What follows belongs to an exercise in optimizing a design on an open flow for small area, a short achievable clock period and few clock cycles per item; a production flow would make more cautious choices. No functional check of the RTL was part of any run shown here. Power is estimated from default activity; no workload was simulated.

$ cat flow/flow/run.sh
#!/bin/bash
# Layout flow: the standard ORFS flow, with two changes.
#  1. Synthesis is ORFS's own script (with the standard flow's -nofsm -noshare wrapper,
#     flatten and renaming, as in synth_recipe.tcl), but ABC maps with the
#     script in flow/abc.script and full/half adder extraction can be skipped.
#  2. The port buffers inserted during placement are buf cells instead of
#     the slow clkdlybuf cells that buffer_ports picks by default.
# Settings come from flow/params.sh. Each tool's output goes to its own log.
set -euo pipefail
HERE=$(pwd)
source "$HERE/flow/params.sh"
export MY_ABC_SCRIPT="$HERE/flow/abc.script"
export MY_NOFA
export BUFFER_PORTS_ARGS="-buffer_cell $PORT_BUFFER"
sed "s#SYNTH_SCRIPT=[^ ]*#SYNTH_SCRIPT=$HERE/flow/synth.tcl#" standard.sh > my_standard.sh
bash my_standard.sh finish > flow_make.log 2>&1
$ cat flow/flow/abc.script
strash
dch
map -a
topo
stime -c
$ cat flow/flow/params.sh
MY_NOFA=1
PORT_BUFFER=sky130_fd_sc_hd__buf_1
$ cat flow/flow/synth.tcl
# synth_recipe.tcl with two hooks: abc runs flow/abc.script (MY_ABC_SCRIPT),
# and extract_fa is skipped when MY_NOFA is 1.
proc synth {args} { yosys synth -nofsm -noshare {*}$args }
proc abc {args} {
  set out {}
  set skip 0
  foreach a $args {
    if {$skip} { set skip 0; continue }
    if {$a eq "-script" || $a eq "-D"} { set skip 1; continue }
    lappend out $a
  }
  lappend out -script $::env(MY_ABC_SCRIPT)
  yosys abc {*}$out
}
if {$::env(MY_NOFA)} { proc extract_fa {args} {} }
source $::env(SCRIPTS_DIR)/synth.tcl
# left out here: clear keep_hierarchy, flatten, clean up, hide names made inside functions, write 1_2_yosys.v
$ cat flow/standard.sh
#!/bin/bash
# synth_recipe.tcl (not shown) runs the flow's synth.tcl, then flattens the netlist and writes it again
# the make line also repeats each setting of config.mk as NAME=value (left out here)
make -C /OpenROAD-flow-scripts/flow DESIGN_CONFIG=/design/flow/config.mk WORK_HOME=/design/flow/orfs CLKGATE_MAP_FILE= SYNTH_SCRIPT=/design/flow/synth_recipe.tcl "${@:-finish}"
$ cat flow/config.mk
export PLATFORM = sky130hd
export DESIGN_NAME = sqrt_mult_system
export DESIGN_NICKNAME = sqrt_mult_system
export VERILOG_FILES = /design/flow/design.v
export SDC_FILE = /design/flow/constraint.sdc
export NUM_CORES = 4
export LEC_CHECK = 0
export CAP_MARGIN = 20
export CORE_MARGIN = 2
export CORE_UTILIZATION = 40
export SETUP_SLACK_MARGIN = 1.8
export SLEW_MARGIN = 20
$ cat flow/constraint.sdc
create_clock -name core_clock -period 5.0 [get_ports {clk_i}]
set_input_delay 1.0000 -clock core_clock [delete_from_list [all_inputs] [get_ports {clk_i}]]
set_output_delay 1.0000 -clock core_clock [all_outputs]
set_load 0.01 [all_outputs]
$ cat flow/design.v
module sqrt_mult_system (
    input clk_i,
    input rst_i,
    input start_i,
    input [7:0] a_bi,
    input [7:0] b_bi,
    output [15:0] result,
    output done
);
    wire [12:0] d;
    wire p000;
    wire p001;
    wire p002;
    wire p003;
    wire p004;
    wire p005;
    wire p006;
    wire p007;
    wire p008;
    wire p009;
    wire p010;
    wire p011;
    wire p012;
    wire p013;
    wire p014;
    wire p015;
    wire p016;
    wire p017;
    wire p018;
    wire p019;
    wire p020;
    wire p021;
    wire p022;
    wire p023;
    wire p024;
    wire p025;
    wire p026;
    wire p027;
    wire p028;
    wire p029;
    wire p030;
    wire p031;
    wire p032;
    wire p033;
    wire p034;
    wire p035;
    wire p036;
    wire p037;
    wire p038;
    wire p039;
    wire p040;
    wire p041;
    wire p042;
    wire p043;
    wire p044;
    wire p045;
    wire p046;
    wire p047;
    wire p048;
    wire p049;
    wire p050;
    wire p051;
    wire p052;
    wire p053;
    wire p054;
    wire p055;
    wire p056;
    wire p057;
    wire p058;
    wire p059;
    wire p060;
    wire p061;
    wire p062;
    wire p063;
    wire p064;
    wire p065;
    wire p066;
    wire p067;
    wire p068;
    wire p069;
    wire p070;
    wire p071;
    wire p072;
    wire p073;
    wire p074;
    wire p075;
    wire p076;
    wire p077;
    wire p078;
    wire p079;
    wire p080;
    wire p081;
    wire p082;
    wire p083;
    wire p084;
    wire p085;
    wire p086;
    wire p087;
    wire p088;
    wire p089;
    wire p090;
    wire p091;
    wire p092;
    wire p093;
    wire p094;
    wire p095;
    wire p096;
    wire p097;
    wire p098;
    wire p099;
    wire p100;
    wire p101;
    wire p102;
    wire p103;
    wire p104;
    wire p105;
    wire p106;
    wire p107;
    wire p108;
    wire p109;
    wire p110;
    wire p111;
    wire p112;
    wire p113;
    wire p114;
    wire p115;
    wire p116;
    wire p117;
    wire p118;
    wire p119;
    wire p120;
    wire p121;
    wire p122;
    wire p123;
    wire p124;
    wire p125;
    wire p126;
    wire p127;
    wire p128;
    wire p129;
    wire p130;
    wire p131;
    wire p132;
    wire p133;
    wire p134;
    wire p135;
    wire p136;
    wire p137;
    wire p138;
    wire p139;
    wire p140;
    wire p141;
    wire p142;
    wire p143;
    wire p144;
    wire p145;
    wire p146;
    wire p147;
    wire p148;
    wire p149;
    wire p150;
    wire p151;
    wire p152;
    wire p153;
    wire p154;
    wire p155;
    wire p156;
    wire p157;
    wire p158;
    wire p159;
    wire p160;
    wire p161;
    wire p162;
    wire p163;
    wire p164;
    wire p165;
    wire p166;
    wire p167;
    wire p168;
    wire p169;
    wire p170;
    wire p171;
    wire p172;
    wire p173;
    wire fl_s2_7g;
    wire lv0;
    wire fl_p0;
    wire hv9;
    wire hv8;
    wire lv1;
    wire fl_x1;
    wire fl_x2;
    wire fl_x3;
    wire fl_x4;
    wire fl_x5;
    wire fl_x6;
    wire fl_x7;
    assign p104 = ~(b_bi[4] | b_bi[5]);
    assign p105 = p104 & ~(b_bi[6]);
    assign p106 = b_bi[0] | b_bi[2];
    assign p107 = ~(p106 | b_bi[1]);
    assign p108 = p107 | ~(b_bi[3]);
    assign p109 = p108 & ~(b_bi[7]);
    assign p110 = p105 & ~(p109);
    assign p111 = ~(b_bi[7] & b_bi[6]);
    assign p112 = p107 & ~(b_bi[3]);
    assign p113 = p112 & ~(b_bi[4]);
    assign p114 = p113 | p111;
    assign p115 = ~(p108 & b_bi[6]);
    assign p116 = p112 | b_bi[7];
    assign p117 = p116 | ~(b_bi[4]);
    assign p118 = p115 & ~(p117);
    assign p119 = p114 & ~(p118);
    assign p120 = b_bi[5] & ~(p119);
    assign p121 = p120 | p110;
    assign p122 = ~a_bi[6];
    assign p123 = ~a_bi[4];
    assign p124 = ~a_bi[2];
    assign p125 = a_bi[0] & a_bi[1];
    assign p126 = p124 & ~(p125);
    assign p127 = a_bi[3] & ~(p126);
    assign p128 = p123 & ~(p127);
    assign p129 = a_bi[5] & ~(p128);
    assign p130 = p122 & ~(p129);
    assign p131 = a_bi[7] & ~(p130);
    assign p132 = p131 & p121;
    assign p133 = b_bi[7] & ~(p105);
    assign p134 = ~a_bi[5];
    assign p135 = ~a_bi[3];
    assign p136 = a_bi[1] & a_bi[2];
    assign p137 = p135 & ~(p136);
    assign p138 = a_bi[4] & ~(p137);
    assign p139 = p134 & ~(p138);
    assign p140 = p122 ? p129 : p139;
    assign p141 = ~(p140 ^ a_bi[7]);
    assign p142 = p133 & ~(p141);
    assign p143 = b_bi[7] | b_bi[6];
    assign p144 = p143 | p104;
    assign p145 = a_bi[7] & ~(p144);
    assign p146 = ~p143;
    assign p147 = p146 | p133;
    assign p148 = a_bi[6] & ~(p147);
    assign p149 = p148 | p145;
    assign p150 = ~(p149 | p142);
    assign p151 = p132 | ~(p150);
    assign p152 = ~(p150 ^ p132);
    assign p153 = ~p130;
    assign p154 = p139 | p122;
    assign p155 = a_bi[7] ? p153 : p154;
    assign p156 = p121 & ~(p155);
    assign p157 = b_bi[7] | ~(b_bi[5]);
    assign p158 = b_bi[6] ? b_bi[7] : p104;
    assign p159 = p157 & ~(p158);
    assign p160 = b_bi[6] | ~(b_bi[7]);
    assign p161 = p160 & ~(b_bi[4]);
    assign p162 = b_bi[5] & b_bi[7];
    assign p163 = b_bi[2] | b_bi[3];
    assign p164 = p163 | p162;
    assign p165 = p161 & ~(p164);
    assign p166 = p165 | p159;
    assign p167 = p166 | p121;
    assign p168 = a_bi[7] & ~(p167);
    assign p169 = ~(p168 | p156);
    assign p170 = a_bi[5] ? p128 : p138;
    assign p171 = p170 ^ p122;
    assign p172 = p133 & ~(p171);
    assign p173 = a_bi[5] & ~(p147);
    assign p000 = a_bi[6] & ~(p144);
    assign p001 = p000 | p173;
    assign p002 = ~(p001 | p172);
    assign p003 = ~(p002 & p169);
    assign p004 = p002 ^ p169;
    assign p005 = a_bi[6] & ~(p167);
    assign p006 = p121 & ~(p141);
    assign p007 = b_bi[5] | ~(p111);
    assign p008 = p116 & ~(p007);
    assign p009 = b_bi[4] ? p143 : p160;
    assign p010 = p108 & ~(p009);
    assign p011 = p104 & ~(p158);
    assign p012 = p011 | p010;
    assign p013 = p012 | ~(p166);
    assign p014 = p013 | p008;
    assign p015 = a_bi[7] & ~(p014);
    assign p016 = p015 | p006;
    assign p017 = ~(p016 | p005);
    assign p018 = p123 ? p127 : p137;
    assign p019 = p018 ^ p134;
    assign p020 = p133 & ~(p019);
    assign p021 = a_bi[4] & ~(p147);
    assign p022 = a_bi[5] & ~(p144);
    assign p023 = p022 | p021;
    assign p024 = ~(p023 | p020);
    assign p025 = ~(p024 & p017);
    assign p026 = p024 ^ p017;
    assign p027 = a_bi[5] & ~(p167);
    assign p028 = a_bi[6] & ~(p014);
    assign p029 = p121 & ~(p171);
    assign p030 = p029 | p028;
    assign p031 = ~(p030 | p027);
    assign p032 = a_bi[3] ? p126 : p136;
    assign p033 = p032 ^ p123;
    assign p034 = p133 & ~(p033);
    assign p035 = a_bi[3] & ~(p147);
    assign p036 = a_bi[4] & ~(p144);
    assign p037 = p036 | p035;
    assign p038 = ~(p037 | p034);
    assign p039 = ~(p038 & p031);
    assign p040 = p038 ^ p031;
    assign p041 = a_bi[4] & ~(p167);
    assign p042 = p121 & ~(p019);
    assign p043 = a_bi[5] & ~(p014);
    assign p044 = p043 | p042;
    assign p045 = p044 | p041;
    assign p046 = ~(p136 | p126);
    assign p047 = p046 ^ p135;
    assign p048 = p047 | ~(p133);
    assign p049 = a_bi[2] & ~(p147);
    assign p050 = a_bi[3] & ~(p144);
    assign p051 = p050 | p049;
    assign p052 = p048 & ~(p051);
    assign p053 = p045 | ~(p052);
    assign p054 = ~(p052 ^ p045);
    assign p055 = p144 & ~(p133);
    assign p056 = a_bi[2] & ~(p055);
    assign p057 = ~a_bi[0];
    assign p058 = p055 | p057;
    assign p059 = ~(p143 & a_bi[1]);
    assign p060 = p058 & ~(p059);
    assign p061 = ~(p060 ^ p056);
    assign p062 = p167 | p135;
    assign p063 = a_bi[4] & ~(p014);
    assign p064 = p121 & ~(p033);
    assign p065 = p064 | p063;
    assign p066 = p062 & ~(p065);
    assign p067 = ~(p066 | p061);
    assign p068 = p066 ^ p061;
    assign p069 = p167 | p124;
    assign p070 = p014 & ~(p121);
    assign p071 = p166 ? p135 : p047;
    assign p072 = ~(p071 | p070);
    assign p073 = p069 & ~(p072);
    assign p074 = a_bi[1] & ~(p055);
    assign p075 = a_bi[0] & ~(p167);
    assign p076 = p074 & ~(p075);
    assign p077 = p070 | p124;
    assign p078 = ~(p077 | p058);
    assign p079 = p143 & ~(p057);
    assign p080 = p078 ? p146 : p079;
    assign p081 = p080 ^ p076;
    assign p082 = p075 & p074;
    assign p083 = p077 & ~(p082);
    assign p084 = p083 | p058;
    assign p085 = p081 ? p073 : p084;
    assign p086 = p068 & ~(p085);
    assign p087 = p086 | p067;
    assign p088 = p054 & ~(p087);
    assign p089 = p053 & ~(p088);
    assign p090 = p040 & ~(p089);
    assign p091 = p039 & ~(p090);
    assign p092 = p026 & ~(p091);
    assign p093 = p025 & ~(p092);
    assign p094 = p004 & ~(p093);
    assign p095 = p003 & ~(p094);
    assign p096 = p152 & ~(p095);
    assign fl_s2_7g = p151 & ~(p096);
    assign lv0 = a_bi[0] & ~(p070);
    assign p097 = a_bi[1] & ~(p166);
    assign p098 = p097 & ~(lv0);
    assign p099 = p058 & ~(p098);
    assign fl_p0 = p099 ^ p083;
    assign hv9 = p133 & p131;
    assign p100 = p133 & ~(p155);
    assign p101 = a_bi[7] & ~(p147);
    assign hv8 = p101 | p100;
    assign p102 = a_bi[0] & ~(p166);
    assign p103 = a_bi[1] & ~(p070);
    assign lv1 = p103 ^ p102;
    assign fl_x1 = ~(p081 ^ p073);
    assign fl_x2 = ~(p085 ^ p068);
    assign fl_x3 = p087 ^ p054;
    assign fl_x4 = p089 ^ p040;
    assign fl_x5 = p091 ^ p026;
    assign fl_x6 = p093 ^ p004;
    assign fl_x7 = p095 ^ p152;
    assign d = { hv9, hv8, fl_s2_7g, fl_x7, fl_x6, fl_x5, fl_x4, fl_x3, fl_x2, fl_x1, fl_p0, lv1, lv0 };
    reg        done_r;
    reg [9:0] res_lo;
    reg        cy_r;
    reg [1:0] up_hi;
    always @(posedge clk_i) begin
        done_r <= start_i & ~rst_i;
        {up_hi, cy_r, res_lo} <= d;
    end
    wire [1:0] u;
    wire q0;
    wire fu_x0;
    wire fu_x1;
    assign fu_x0 = up_hi[0] ^ cy_r;
    assign q0 = up_hi[0] & cy_r;
    assign fu_x1 = q0 ^ up_hi[1];
    assign u = { fu_x1, fu_x0 };
    assign result = {4'b0, u, res_lo};
    assign done   = done_r;
endmodule
==> results of run 1 <==
[sequential cells by signal, indices dropped and copies added (netlist names)]
name and flops:
res_lo 10, up_hi 2, cy_r 1, done_r 1
[Yosys cell counts (all sizes together)]
cell type,number,area (sq um)
a211oi,2,15.0
a21oi,10,50.1
a221oi,1,8.76
a22oi,5,37.5
a31oi,2,12.5
a32o,2,20.0
a32oi,1,8.76
buf,6,45.0
clkinv,28,105
conb,1,3.75
dfxtp,14,280
nand2,28,105
nand3,3,15.0
nand3b,1,7.51
nor2,42,158
nor3,3,15.0
o211ai,1,7.51
o21a,1,7.51
o21ai,7,35.0
o221ai,3,26.3
o22ai,1,6.26
o31ai,1,7.51
xnor2,6,52.6
xor2,15,131
[kinds of logic after synthesis]
logic type	count (synthesis)	share of synthesized area, %
DFF	14	24.1
other	1	0.323
buffers and inverters	34	12.9
xor gates and xnor gates	21	15.8
and+or+nand+nor	77	25.9
AOI/OAI and AO/OA	37	20.9
[final timing paths]
| check | start | end | slack, ns | cells past startpoint |
|---|---|---|---|---|
| worst min-delay path | rst_i | done_r$_DFF_P_ | 0.88 | 2 |
| worst max-delay path | b_bi[0] | res_lo[9]$_DFF_P_ | 1.72 | 19 |
[per-stage QoR]
step	utilization, %	hold slack (ns)
2_1_floorplan	-	1.07
3_3_place_gp	50.2	1.15
3_5_place_dp	50.2	1.16
4_1_cts	57.4	0.880
5_1_grt	62.5	0.881
6_report	62.5	0.880
[power by group through the flow]
| stage | combinational, mW | clock [mW] | sequential [mW] |
|---|---|---|---|
| after floorplan | 0.139 | 0 | 0.176 |
| after global placement | 0.205 | 0 | 0.158 |
| after detailed placement | 0.207 | 0 | 0.158 |
| after CTS | 0.238 | 0.0587 | 0.155 |
| after global routing | 0.299 | 0.0654 | 0.159 |
| final | 0.271 | 0.0577 | 0.155 |
[layer usage]
metal  vias to the layer above  share of wire (%)
met5                         -                  0
met3                         4                4.1
li1                        692                  -
met4                         0                1.1
met2                        45                 53
met1                       604                 41
[repair_timing]
| action | CTS | global route |
|---|---|---|
| pin swaps | 15 | 9 |
| setup endpoints to repair | 6 | 4 |
| buffers inserted | 9 | 8 |
| resized for setup | 33 | 19 |
[final cells by class]
cell class	instances	area share, %
Sequential cell	14	16.3
Tap cell	31	2.25
Clock buffer	3	1.31
Timing Repair Buffer	48	15.9
Inverter	28	7.84
Multi-Input combinational cell	139	56.5
[cell usage in the layout (no fill, tap or decap), types with 2 or more instances in the layout]
master / synthesis / final
buf_4: 6 / 16
xor2_1: 15 / 13
nor2_1: 42 / 30
nor2_2: 0 / 6
a211oi_2: 0 / 2
nor2_4: 0 / 6
a21oi_2: 0 / 4
clkinv_4: 0 / 2
o221ai_1: 3 / 3
buf_2: 0 / 2
nand3_4: 0 / 2
a32o_2: 0 / 2
o21ai_1: 0 / 2
nand2_1: 28 / 22
clkbuf_4: 0 / 4
o21ai_0: 7 / 2
buf_1: 0 / 25
nand2_2: 0 / 3
conb_1: 1 / 4
xnor2_1: 6 / 6
nor3_1: 3 / 2
nand2_4: 0 / 3
clkinv_1: 28 / 20
a21oi_1: 10 / 6
o21ai_2: 0 / 2
a22oi_1: 5 / 5
dfxtp_1: 14 / 14
inv_2: 0 / 2
buf_6: 0 / 2
==> flow_metrics.env, run 1 <==
export IMPL_status="complete, no violations"
export IMPL_drt_iter0_drc=36
export IMPL_final_min_clock_period_ns=3.28
export IMPL_core_sq_um=2760
export IMPL_die_area_sq_um=3350
export IMPL_netSwitchingFraction_pct=39.9
export IMPL_power_share_sequential_pct=32.0
export IMPL_multi_input_area_sq_um=973
export IMPL_drive_gt1_share_pct=31.0
export IMPL_cts_tree="done"
export IMPL_end_kind="flop"
export IMPL_cts_max_level=1
export IMPL_num_io_pins=36
export IMPL_pre_cts_ws_ns=0.870
export IMPL_ys_warn_count=1
export IMPL_leakage_nw=0.700
export IMPL_final_nets=253
export IMPL_antenna_found_initial=0
export IMPL_grt_start_max_net_pins=9
export IMPL_instances_no_fill=263
export IMPL_place_congestion=0.898
export IMPL_start_util_pct=42.1
export IMPL_via_count=1345
export IMPL_rsz0062_at_grt="true"
export IMPL_p_comb_share_pct=56.0
export IMPL_cts_sinks=14
export IMPL_die_h_microns=57.9
export IMPL_fin_crit_sh_pct=65.5
export IMPL_p_sw_mw=0.193
export IMPL_critPathRequiredTime_ns=5.15
export IMPL_p_total_mw=0.484
export IMPL_startpoint_type="input pin"
export IMPL_n_fill_cell=260
export IMPL_syn_cell_area_sq_um=1160
export IMPL_max_freq_mhz=305
export IMPL_grt_use_met1_pct=22.2
export IMPL_first_pass_iters=4
export IMPL_grt_pass1_wl_microns=5210
export IMPL_crit_path_max_incr_delay_ns=0.28
export IMPL_syn_inst=184
export IMPL_hp_class="input pin to flop"
export IMPL_ys_seq_elements=14
export IMPL_cts_buffers=3
export IMPL_die_w_microns=57.9
export IMPL_antenna_cells=0
export IMPL_busiest_layer="met2"
export IMPL_use_met3_pct=1.79
export IMPL_setup_viol=0
export IMPL_port_buffers=31
export IMPL_grt_overflow=0
export IMPL_clockBufferDepth=2
export IMPL_internal_power_mw=0.291
export IMPL_track_usage_pct=19.5
export IMPL_crit_buf_inv=4
export IMPL_seq_area_frac_synth_pct=24.1
export IMPL_ir_drop_uv=236
export IMPL_dp_cells=243
export IMPL_seq_area_sq_um=280
export IMPL_fin_tns_setup_ns=0
export IMPL_area_growth_pct=48.5
export IMPL_clockPowerShare_pct=11.9
export IMPL_cts_root_buffer="clkbuf_4"
export IMPL_worst_setup_path_type="input pin to flop"
export IMPL_synth_cell_types=24
export IMPL_viasPerCell=5.11
export IMPL_wl_per_cell_microns=11.7
export IMPL_hold_viol_final=0
export IMPL_placed_cell_area_sq_um=1380
export IMPL_crit_path_top_delay_cell="a32o_2"
export IMPL_cp_arrival_ns=3.43
export IMPL_fp_row_count=19
export IMPL_max_cap_viol_count=0
export IMPL_fin_area_sq_um=1720
export IMPL_clk_pin_slew_worst_paths_ns=0.07
export IMPL_critPathTopFamily="compound AO/OA/AOI/OAI gates"
export IMPL_drc=0
export IMPL_wl_microns=3080
export IMPL_ant_nets=0
export IMPL_synth_area_per_cell_sq_um=6.31
export IMPL_grt_pass1_vias=1246
export IMPL_layout_setup_ws_ns=1.72
export IMPL_slew_viol_final=0
export IMPL_worst_path_max_fanout=4
export IMPL_grt_util_met2_pct=36.7
export IMPL_dpl_hpwl_microns=2270
export IMPL_power_density_nw_per_um2=281
export IMPL_hold_buffers=0
export IMPL_crit_chain="clkbuf_2 > nor3_4 > a21oi_2 > a32o_2 > nand2_2 > nand2_4 > buf_6 > clkinvlp_4 > nand2_1 > nand2_2 > xor2_4 > inv_2 > nand2_4 > nand3_4 > a31oi_4 > o21ai_2 > a21oi_2 > o21ai_2 > xor2_1"
==> run 2: changes to the inputs <==
==> flow/flow/abc.script (replaced) <==
strash
dch
map -D 1300
topo
stime -c
==> run 2 against run 1 <==
Still clean. Sequential share of layout area down 1.4 points. Cell count increased by 22%. Non-clock buffer count down 4. Synthesized cell count rose by 26%. Die area grew 18%. Core utilization is 5.9 points lower. Design area up 9.7%. Sequential cell count unchanged. Critical path depth is 3 lower. Critical endpoint is now cy_r$_DFF_P_. Largest cell class unchanged.
==> flow_metrics.env, run 2 <==
export IMPL_status="complete, no violations"
export IMPL_internal_power_mw=0.292
export IMPL_via_count=1602
export IMPL_grt_start_max_net_pins=9
export IMPL_critical_path_startpoint="b_bi[7]"
export IMPL_wl_microns=3600
export IMPL_dp_cells=305
export IMPL_critPathRequiredTime_ns=5.20
export IMPL_slew_viol_final=0
export IMPL_ant_nets=0
export IMPL_hold_viol_final=0
export IMPL_worst_setup_path_type="input pin to flop"
export IMPL_crit_path_max_incr_delay_ns=0.24
export IMPL_track_usage_pct=18.0
export IMPL_instances_no_fill=322
export IMPL_busiest_layer="met2"
export IMPL_hold_buffers=0
export IMPL_hold_start="rst_i"
export IMPL_die_w_microns=62.8
export IMPL_end_kind="flop"
export IMPL_viasPerCell=4.98
export IMPL_power_density_nw_per_um2=259
export IMPL_seq_area_frac_synth_pct=20.3
export IMPL_synth_xor_area_share_pct=10.1
export IMPL_core_sq_um=3340
export IMPL_die_h_microns=62.8
export IMPL_start_util_pct=41.4
export IMPL_wl_per_cell_microns=11.2
export IMPL_worst_path_max_fanout=7
export IMPL_synth_common_cells="nand2_1, clkinv_1, nor2_1, nand3_1, dfxtp_1"
export IMPL_hold_worst_slack_ns=0.869
export IMPL_max_freq_mhz=326
export IMPL_final_cell_mix="nand2_1, clkinv_1, buf_1"
export IMPL_synthTopCellsByArea="dfxtp_1, nand2_1, clkinv_1"
export IMPL_max_cap_viol_count=0
export IMPL_cts_sinks=14
export IMPL_p_total_mw=0.489
export IMPL_final_nets=296
export IMPL_synth_cell_types=26
export IMPL_largest_reg_flops=10
export IMPL_ir_drop_uv=90.9
export IMPL_grt_pass1_vias=1325
export IMPL_hp_class="input pin to flop"
export IMPL_drt_iter0_drc=42
export IMPL_cts_max_level=1
export IMPL_final_min_clock_period_ns=3.06
export IMPL_grt_pass1_wl_microns=5890
export IMPL_yosysMostFrequentCell="nand2_1"
export IMPL_synth_fa_ha_area_share_pct=0
export IMPL_synthDominantCellAreaShare_pct=20.3
export IMPL_synthMuxAreaShare_pct=0
export IMPL_antenna_found_initial=0
export IMPL_fp_row_count=21
export IMPL_dpl_hpwl_microns=2810
export IMPL_synth_area_per_cell_sq_um=5.99
export IMPL_crit_chain="buf_12 > a211oi_4 > o211ai_1 > nand2_2 > nand4_1 > o211ai_1 > nand3_1 > nand2_2 > nand3_2 > nand3_2 > nand3_4 > a31oi_4 > o21ai_2 > a21oi_2 > o21ai_1 > a21oi_1"
export IMPL_startpoint_type="input pin"
export IMPL_crit_buf_inv=1
export IMPL_cts_root_buffer="clkbuf_4"
export IMPL_grt_overflow=0
export IMPL_synth_top_cell_by_area="dfxtp_1"
export IMPL_clockPowerShare_pct=15.8
export IMPL_syn_cell_area_sq_um=1380
export IMPL_port_buffers=31
export IMPL_ys_warn_count=1
export IMPL_syn_inst=231
export IMPL_p_sw_mw=0.197
export IMPL_synth_top_flop_cell="dfxtp_1"
export IMPL_cp_arrival_ns=3.26
export IMPL_rsz0062_at_grt="true"
export IMPL_drive_gt1_share_pct=23.6
export IMPL_clockBufferDepth=2
export IMPL_final_common_cell="nand2_1"
export IMPL_cts_tree="done"
export IMPL_cts_buffers=3
export IMPL_synth_async_reset_ratio_pct=0
export IMPL_ys_seq_elements=14
export IMPL_synthSimpleGateAreaFrac_pct=34.4
export IMPL_die_area_sq_um=3940
export IMPL_grt_util_met2_pct=27.6
export IMPL_synth_top_family_by_area="simple AND/OR/NAND/NOR gates"
export IMPL_p_comb_share_pct=53.3
export IMPL_clk_pin_slew_worst_paths_ns=0.08
export IMPL_fin_util_pct=56.7
export IMPL_grt_use_met1_pct=26.8
export IMPL_power_share_sequential_pct=30.9
export IMPL_first_pass_iters=5
export IMPL_crit_path_top_delay_cell="o211ai_1"
export IMPL_synth_compound_area_share_pct=23.0
export IMPL_fin_crit_sh_pct=61.3
export IMPL_fin_tns_setup_ns=0
export IMPL_critPathTopFamily="compound AO/OA/AOI/OAI gates"
export IMPL_place_congestion=0.929
export IMPL_n_fill_cell=350
export IMPL_drc=0
export IMPL_antenna_cells=0
export IMPL_area_growth_pct=36.7
export IMPL_synth_edf_count=0
export IMPL_use_met3_pct=1.08
export IMPL_leakage_nw=0.767
export IMPL_netSwitchingFraction_pct=40.3
export IMPL_num_io_pins=36
export IMPL_setup_viol=0
[run 2: changes by cell type after synthesis, moves of 3 or more]
| cell | change |
|---|---|
| nand2_1 | +30 |
| nor2_1 | -19 |
| o21ai_0 | +3 |
| and2_2 | +3 |
| clkinv_1 | +4 |
| a31oi_1 | +6 |
| nand3_1 | +13 |
| nand4_1 | +6 |
| o21bai_1 | +3 |
| o211ai_1 | +5 |
| xor2_1 | -5 |
| a22oi_1 | -3 |
[run 2: kinds of logic after synthesis]
| kind of cell | Yosys count |
|---|---|
| flops | 14 |
| simple gates | 112 |
| compound gates | 50 |
| xor+xnor | 16 |
| buf+inv | 38 |
| other cells | 1 |
[run 2: area by class of cell]
type	instances	area, sq um	area share [%]
multi-input cells	182	1140	60.2
repair buffers	44	255	13.5
inverters	32	123	6.49
clock buffers	4	36.3	1.92
well taps	46	57.6	3.04
flip-flops and latches	14	280	14.8
[run 2: worst paths after layout]
path,depth (start not counted),end,slack [ns]
max,16,cy_r$_DFF_P_,1.94
min,2,done_r$_DFF_P_,0.87
[run 2: what timing repair did]
| action | 4_1_cts | 5_1_grt |
|---|---|---|
| pin swaps | 4 | 21 |
| endpoints found under the hold margin | 0 | 0 |
| resized for setup | 19 | 56 |
| endpoints found under the setup margin | 4 | 4 |
| buffers inserted | 6 | 7 |
[run 2: metal layers]
layer | share of wire [%] | vias to the layer above
li1 | - | 864
met1 | 50 | 693
met2 | 45 | 43
met3 | 4.6 | 2
met4 | 0.69 | 0
met5 | 0 | -
[run 2: metrics by stage]
| stage | worst slack [ns] | cell area, sq um |
|---|---|---|
| final | 1.94 | 1890 |
| after global routing | 1.75 | 1890 |
| after CTS | 1.80 | 1660 |
| after detailed placement | 1.07 | 1520 |
| after global placement | 1.11 | 1520 |
| after floorplan | 1.83 | 1390 |
[run 2: power by group through the flow]
| stage | logic [mW] | clock network, mW | registers [mW] |
|---|---|---|---|
| after detailed placement | 0.207 | 0 | 0.154 |
| after global placement | 0.207 | 0 | 0.153 |
| after floorplan | 0.140 | 0 | 0.170 |
| final | 0.261 | 0.0774 | 0.151 |
| after CTS | 0.228 | 0.0794 | 0.151 |
| after global routing | 0.291 | 0.0853 | 0.155 |
==> run 3: changes to the inputs <==
==> flow/flow/abc.script (replaced) <==
strash
dch
map -a
topo
stime -c
--- a/flow/config.mk
+++ b/flow/config.mk
@@ -8,5 +8,5 @@
 export CAP_MARGIN = 20
 export CORE_MARGIN = 2
 export CORE_UTILIZATION = 40
-export SETUP_SLACK_MARGIN = 1.8
+export SETUP_SLACK_MARGIN = 2.2
 export SLEW_MARGIN = 20
==> run 3 against run 2 <==
Die area decreased by 15%. Via count decreased by 16%. Wire length decreased by 15%. Worst setup slack got worse by 0.21 ns. Sequential share of layout area increased by 1.4 points. Design area decreased by 8.8%. Maximum frequency decreased by 6.5%. Non-clock buffer count increased by 4.
==> flow_metrics.env, run 3 <==
export IMPL_crit_cells=19
export IMPL_fin_util_pct=62.5
export IMPL_die_h_microns=57.9
export IMPL_seq_area_sq_um=280
export IMPL_area_growth_pct=48.5
export IMPL_dp_cells=243
export IMPL_rsz0062_at_grt="true"
export IMPL_max_freq_mhz=305
export IMPL_critPathTopFamily="compound AO/OA/AOI/OAI gates"
export IMPL_fp_row_count=19
export IMPL_hold_worst_slack_ns=0.882
export IMPL_hold_buffers=0
export IMPL_wl_per_cell_microns=11.6
export IMPL_startpoint_type="input pin"
export IMPL_fin_crit_sh_pct=65.6
export IMPL_dpl_hpwl_microns=2270
export IMPL_ys_warn_count=1
export IMPL_ys_seq_elements=14
export IMPL_cts_max_level=1
export IMPL_track_usage_pct=19.5
export IMPL_synth_async_reset_ratio_pct=0
export IMPL_synth_area_per_cell_sq_um=6.31
export IMPL_cts_root_buffer="clkbuf_4"
export IMPL_die_area_sq_um=3350
export IMPL_setup_viol=0
export IMPL_synth_xor_area_share_pct=15.8
export IMPL_hold_end="done_r$_DFF_P_"
export IMPL_placed_cell_area_sq_um=1380
export IMPL_status="complete, no violations"
export IMPL_crit_buf_inv=4
export IMPL_fin_tns_setup_ns=0
export IMPL_synth_top_flop_cell="dfxtp_1"
export IMPL_core_sq_um=2760
export IMPL_slew_viol_final=0
export IMPL_multi_input_area_sq_um=973
export IMPL_cts_tree="done"
export IMPL_cts_buffers=3
export IMPL_wl_met1_microns=1270
export IMPL_synthTopCellsByArea="dfxtp_1, nor2_1, xor2_1"
export IMPL_wl_met3_microns=122
export IMPL_synth_top_cell_by_area="dfxtp_1"
export IMPL_drive_gt1_share_pct=31.0
export IMPL_ant_nets=0
export IMPL_syn_cell_area_sq_um=1160
export IMPL_clockPowerShare_pct=11.9
export IMPL_synth_compound_area_share_pct=20.9
export IMPL_netSwitchingFraction_pct=39.8
export IMPL_die_w_microns=57.9
export IMPL_synthMuxAreaShare_pct=0
export IMPL_drt_iter0_drc=37
export IMPL_p_sw_mw=0.193
export IMPL_crit_chain="clkbuf_2 > nor3_4 > a21oi_2 > a32o_2 > nand2_2 > nand2_4 > buf_6 > clkinvlp_4 > nand2_1 > nand2_2 > xor2_4 > inv_2 > nand2_4 > nand3_4 > a31oi_4 > o21ai_2 > a21oi_2 > o21ai_2 > xor2_1"
export IMPL_final_min_clock_period_ns=3.28
export IMPL_instances_no_fill=263
export IMPL_num_io_pins=36
export IMPL_largest_reg_flops=10
export IMPL_worst_setup_path_type="input pin to flop"
export IMPL_hold_path_cell_count=2
export IMPL_start_util_pct=42.1
export IMPL_hold_viol_final=0
export IMPL_synth_fa_ha_area_share_pct=0
export IMPL_via_count=1349
export IMPL_ir_drop_uv=235
export IMPL_grt_overflow=0
export IMPL_fin_area_sq_um=1720
export IMPL_synthSimpleGateAreaFrac_pct=25.9
export IMPL_clockBufferDepth=2
export IMPL_place_congestion=0.898
export IMPL_power_share_sequential_pct=32.1
export IMPL_cts_sinks=14
export IMPL_synthDominantCellAreaShare_pct=24.1
export IMPL_viasPerCell=5.13
export IMPL_end_kind="flop"
export IMPL_hp_class="input pin to flop"
export IMPL_crit_path_top_delay_cell="a32o_2"
export IMPL_synth_cell_types=24
export IMPL_syn_inst=184
export IMPL_yosysMostFrequentCell="nor2_1"
export IMPL_leakage_nw=0.700
export IMPL_worst_path_max_fanout=4
export IMPL_grt_pass1_wl_microns=5200
export IMPL_crit_path_max_incr_delay_ns=0.28
export IMPL_grt_start_max_net_pins=9
export IMPL_final_cell_mix="nor2_1, buf_1, nand2_1"
export IMPL_synth_top_family_by_area="simple AND/OR/NAND/NOR gates"
export IMPL_internal_power_mw=0.291
export IMPL_wl_microns=3060
export IMPL_drc=0
export IMPL_antenna_cells=0
export IMPL_power_density_nw_per_um2=280
export IMPL_n_fill_cell=260
export IMPL_cp_arrival_ns=3.43
export IMPL_max_cap_viol_count=0
export IMPL_seq_area_frac_synth_pct=24.1
export IMPL_port_buffers=31
export IMPL_critPathRequiredTime_ns=5.15
export IMPL_final_nets=253
export IMPL_antenna_found_initial=0
export IMPL_grt_pass1_vias=1248
export IMPL_hold_start="rst_i"
export IMPL_synth_edf_count=0
export IMPL_first_pass_iters=4
export IMPL_clk_pin_slew_worst_paths_ns=0.07
export IMPL_p_comb_share_pct=56.1
export IMPL_wl_met2_microns=1640
export IMPL_final_common_cell="nor2_1"
export IMPL_synth_common_cells="nor2_1, clkinv_1, nand2_1, xor2_1, dfxtp_1"
export IMPL_dr_max_layer_used="met4"
==> run 3: cell count changes in the layout (fill, tap and decap cells not counted), sizes merged, moves of 5 or more <==
cell | previous run | this run
a31oi | 8 | 2
o211ai | 6 | 1
nor2 | 23 | 42
nand4 | 6 | 0
nand3 | 16 | 3
buf | 41 | 46
nand2 | 58 | 28
xor2 | 10 | 15
==> run 3: timing repair <==
| item | CTS | global route |
|---|---|---|
| gates cloned | 0 | 0 |
| resized for setup | 33 | 19 |
| pin swaps | 15 | 9 |
| buffers inserted | 9 | 8 |
| setup endpoints to repair | 8 | 7 |
==> run 3: area by class of cell <==
cell class                 count  share of cell area [%]
tap                           31                    2.25
sequential                    14                    16.3
clock buffer                   3                    1.31
multi-input combinational    139                    56.5
inverter                      28                    7.84
timing repair buffer          48                    15.9
==> run 3: power by group through the flow <==
stage	clock [mW]	sequential, mW	combinational (mW)
global route	0.0654	0.159	0.298
CTS	0.0587	0.155	0.238
detailed placement	0	0.158	0.207
finish	0.0573	0.155	0.271
floorplan	0	0.176	0.139
global placement	0	0.158	0.205
==> run 3: logic make-up (layout without fill, tap and decap cells) <==
group           after synthesis  in the layout
compound gates               37             37
xor+xnor                     21             21
buf+inv                      34             79
flops                        14             14
other cells                   1              4
simple gates                 77             77
==> run 3: worst max path at each step <==
stage / from / to / slack (ns)
5_1_grt: b_bi[6] / res_lo[9]$_DFF_P_ / 1.57
3_5_place_dp: b_bi[7] / res_lo[9]$_DFF_P_ / 0.87
6_report: b_bi[0] / res_lo[9]$_DFF_P_ / 1.72
4_1_cts: b_bi[1] / res_lo[9]$_DFF_P_ / 1.73
3_3_place_gp: b_bi[7] / res_lo[9]$_DFF_P_ / 0.99
2_1_floorplan: b_bi[2] / res_lo[9]$_DFF_P_ / 1.60
==> run 3: layer usage <==
layer / global-route usage [%] / up-vias
met5: 0 / -
met4: 8.31 / 0
met3: 1.79 / 4
met2: 36.7 / 45
met1: 22.1 / 606
li1: - / 694
==> run 3: per-stage QoR <==
stage	setup slack, ns	power (mW)
floorplan	1.60	0.316
global placement	0.991	0.363
detailed placement	0.870	0.365
CTS	1.73	0.452
global route	1.57	0.523
finish	1.72	0.483
==> run 4: changes to the inputs <==
==> flow/flow/abc.script (replaced) <==
strash
dch
map -D 1300
topo
stime -c
==> run 4 against run 3 <==
Still clean on timing, DRC and antenna. Maximum frequency rose by 7.8%. Sequential power fell by 3%. Sequential share of layout area fell by 1.5 points. Die area rose by 18%. Via count rose by 22%. Global-route usage fell by 0.54 points. Non-clock buffer count rose by 1. Worst hold slack got worse by 0.011 ns. Clock power rose by 36%. Count of clock-buffer cells in the layout rose by 1. Worst setup slack improved by 0.24 ns. Synthesized cell count rose by 26%. Largest cell class unchanged. Largest power group unchanged.
==> flow_metrics.env, run 4 <==
export IMPL_status="complete, no violations"
export IMPL_critPathRequiredTime_ns=5.17
export IMPL_fp_row_count=21
export IMPL_yosysMostFrequentCell="nand2_1"
export IMPL_synth_common_cells="nand2_1, clkinv_1, nor2_1, nand3_1, dfxtp_1"
export IMPL_cts_tree="done"
export IMPL_power_density_nw_per_um2=263
export IMPL_core_sq_um=3340
export IMPL_area_growth_pct=37.0
export IMPL_worst_path_max_fanout=7
export IMPL_cts_root_buffer="clkbuf_4"
export IMPL_synth_cell_types=26
export IMPL_synth_edf_count=0
export IMPL_synth_top_cell_by_area="dfxtp_1"
export IMPL_syn_cell_area_sq_um=1380
export IMPL_clockPowerShare_pct=15.6
export IMPL_ir_drop_uv=75.1
export IMPL_synth_top_flop_cell="dfxtp_1"
export IMPL_setup_viol=0
export IMPL_synthDominantCellAreaShare_pct=20.3
export IMPL_max_cap_viol_count=0
export IMPL_power_share_sequential_pct=30.2
export IMPL_grt_pass1_wl_microns=6150
export IMPL_fin_tns_setup_ns=0
export IMPL_syn_inst=231
export IMPL_die_w_microns=62.8
export IMPL_end_kind="flop"
export IMPL_track_usage_pct=18.9
export IMPL_drt_iter0_drc=33
export IMPL_hold_start="rst_i"
export IMPL_cts_max_level=1
export IMPL_hold_end="done_r$_DFF_P_"
export IMPL_layout_setup_ws_ns=1.96
export IMPL_cts_buffers=3
export IMPL_leakage_nw=0.786
export IMPL_crit_top_cell="buf_4"
export IMPL_grt_overflow=0
export IMPL_hold_path_cell_count=2
export IMPL_p_sw_mw=0.198
export IMPL_max_freq_mhz=329
export IMPL_viasPerCell=5.02
export IMPL_final_min_clock_period_ns=3.04
export IMPL_ys_seq_elements=14
export IMPL_worst_setup_path_type="input pin to flop"
export IMPL_ys_warn_count=1
export IMPL_antenna_cells=0
export IMPL_largest_reg_flops=10
export IMPL_internal_power_mw=0.300
export IMPL_wl_per_cell_microns=11.1
export IMPL_clockBufferDepth=2
export IMPL_first_pass_iters=4
export IMPL_start_util_pct=41.4
export IMPL_fin_crit_sh_pct=60.8
export IMPL_cp_arrival_ns=3.21
export IMPL_grt_start_max_net_pins=9
export IMPL_netSwitchingFraction_pct=39.8
export IMPL_clk_pin_slew_worst_paths_ns=0.08
export IMPL_rsz0062_at_grt="true"
export IMPL_seq_area_frac_synth_pct=20.3
export IMPL_slew_viol_final=0
export IMPL_num_io_pins=36
export IMPL_startpoint_type="input pin"
export IMPL_crit_path_top_delay_cell="a22oi_2"
export IMPL_drive_gt1_share_pct=23.5
export IMPL_pre_cts_ws_ns=1.24
export IMPL_ant_nets=0
export IMPL_crit_path_max_incr_delay_ns=0.25
export IMPL_hp_class="input pin to flop"
export IMPL_crit_chain="buf_6 > clkinv_4 > o211ai_1 > nand2_2 > buf_4 > buf_4 > buf_4 > nand2_1 > o21ai_1 > a22oi_2 > nand3_2 > nand3_4 > a31oi_4 > o21ai_2 > a21oi_2 > o211ai_1 > nand2_1"
export IMPL_place_congestion=0.886
export IMPL_n_fill_cell=354
export IMPL_cts_sinks=14
export IMPL_synth_async_reset_ratio_pct=0
export IMPL_wl_microns=3620
export IMPL_port_buffers=31
export IMPL_via_count=1641
export IMPL_final_common_cell="nand2_1"
export IMPL_p_comb_share_pct=54.2
export IMPL_hold_viol_final=0
export IMPL_dpl_hpwl_microns=2790
export IMPL_die_h_microns=62.8
export IMPL_hold_worst_slack_ns=0.871
export IMPL_synth_area_per_cell_sq_um=5.99
export IMPL_final_nets=301
export IMPL_grt_pass1_vias=1452
export IMPL_antenna_found_initial=0
export IMPL_final_cell_mix="nand2_1, clkinv_1, buf_1"
export IMPL_die_area_sq_um=3940
export IMPL_drc=0
export IMPL_hold_buffers=0
export IMPL_synthTopCellsByArea="dfxtp_1, nand2_1, clkinv_1"
-- run 4: cell types whose count changed after synthesis, sizes merged, moves of 4 or more --
cell,before,now
nor2,42,23
o211ai,1,6
nand3,3,16
clkinv,28,32
a31oi,2,8
xor2,15,10
nand4,0,6
nand2,28,58
-- run 4: cell families (layout without fill, tap and decap cells) --
| kind of cell | count (synthesis) | in the layout | synth area share (%) |
|---|---|---|---|
| xor gates and xnor gates | 16 | 16 | 10.1 |
| AOI/OAI and AO/OA | 50 | 50 | 23.0 |
| other | 1 | 4 | 0.271 |
| buffers and inverters | 38 | 85 | 11.9 |
| and+or+nand+nor | 112 | 112 | 34.4 |
| DFF | 14 | 14 | 20.3 |
-- run 4: what timing repair did --
action | CTS | global route
buffers inserted | 12 | 6
endpoints found under the setup margin | 7 | 6
pin swaps | 15 | 19
gates resized for setup | 38 | 19
-- run 4: routing by layer --
metal / part of all wire [%] / up-vias / global-route usage (%)
met5: 0 / - / 0
met1: 50 / 726 / 25.5
met4: 0.80 / 0 / 7.78
li1: - / 878 / -
met2: 46 / 35 / 31.3
met3: 3.6 / 2 / 1.26
-- run 4: through the flow --
step	instances	power, mW	area [sq um]	utilization [%]
floorplan	234	0.321	1430	-
global placement	305	0.371	1560	46.6
detailed placement	305	0.371	1560	46.6
CTS	321	0.483	1800	53.9
global route	327	0.540	1890	56.8
finish	327	0.498	1890	56.8
-- run 4: worst max-delay path, delay by kind of cell --
family                 cells  cell delay [ns]
buffers and inverters      5             0.60
AND/OR/NAND/NOR            5             0.49
AO/OA/AOI/OAI              7             1.13
-- run 4: worst max path at each step --
stage / end / slack (ns) / cells after the start / from
floorplan: cy_r$_DFF_P_ / 1.94 / 15 / b_bi[5]
global placement: cy_r$_DFF_P_ / 1.21 / 15 / b_bi[5]
detailed placement: cy_r$_DFF_P_ / 1.24 / 15 / b_bi[5]
CTS: res_lo[9]$_DFF_P_ / 2.08 / 15 / b_bi[1]
global route: res_lo[9]$_DFF_P_ / 1.78 / 16 / b_bi[5]
finish: res_lo[9]$_DFF_P_ / 1.96 / 17 / b_bi[7]
-- run 4: final cells by class --
type	count	area [sq um]	share of cell area [%]
multi-input cells	182	1100	58.2
clock buffers	4	36.3	1.92
well taps	46	57.6	3.04
repair buffers	49	287	15.1
flip-flops and latches	14	280	14.8
inverters	32	131	6.94
-- run 4: power groups by stage --
stage          clock network (mW)  registers, mW  logic (mW)
5_1_grt                    0.0855          0.154       0.301
2_1_floorplan                   0          0.170       0.151
6_report                   0.0777          0.151       0.270
4_1_cts                    0.0814          0.151       0.250
3_3_place_gp                    0          0.153       0.219
3_5_place_dp                    0          0.154       0.217

[re-timing with driven ports]
How much do the figures lean on ideal ports? The routed layouts below were timed once more, with nothing changed but the port constraints. Step 1 sets driving cells, clkbuf_16 on the clock port and buf_2 on the other inputs (assumed; they add their load-dependent delay and slew). Step 2 moves the port delays by t, midway between the first and last clock arrival at a register: inputs arrive t later, outputs are due t later. That takes back most of the time a late clock gives input paths. Three values: ideal ports, drivers, drivers and shift; two values: the first two.
| run | shift t [ns] | setup slack, ns | worst hold slack (ns) |
|---|---|---|---|
| run 1 | 0.283 | 1.724 / 1.720 / 1.437 | 0.880 / 0.883 / 1.167 |
| run 2 | 0.293 | 1.937 / 1.913 / 1.620 | 0.869 / 0.870 / 1.163 |
| run 3 | 0.283 | 1.722 / 1.717 / 1.434 | 0.882 / 0.885 / 1.168 |
| run 4 | 0.290 | 1.959 / 1.943 / 1.653 | 0.871 / 0.872 / 1.162 |
After both steps setup and hold are still met in every run listed. For run 2, which loses most, drivers alone change the setup slack by -0.024 ns; drivers and shift together by -0.317 ns.
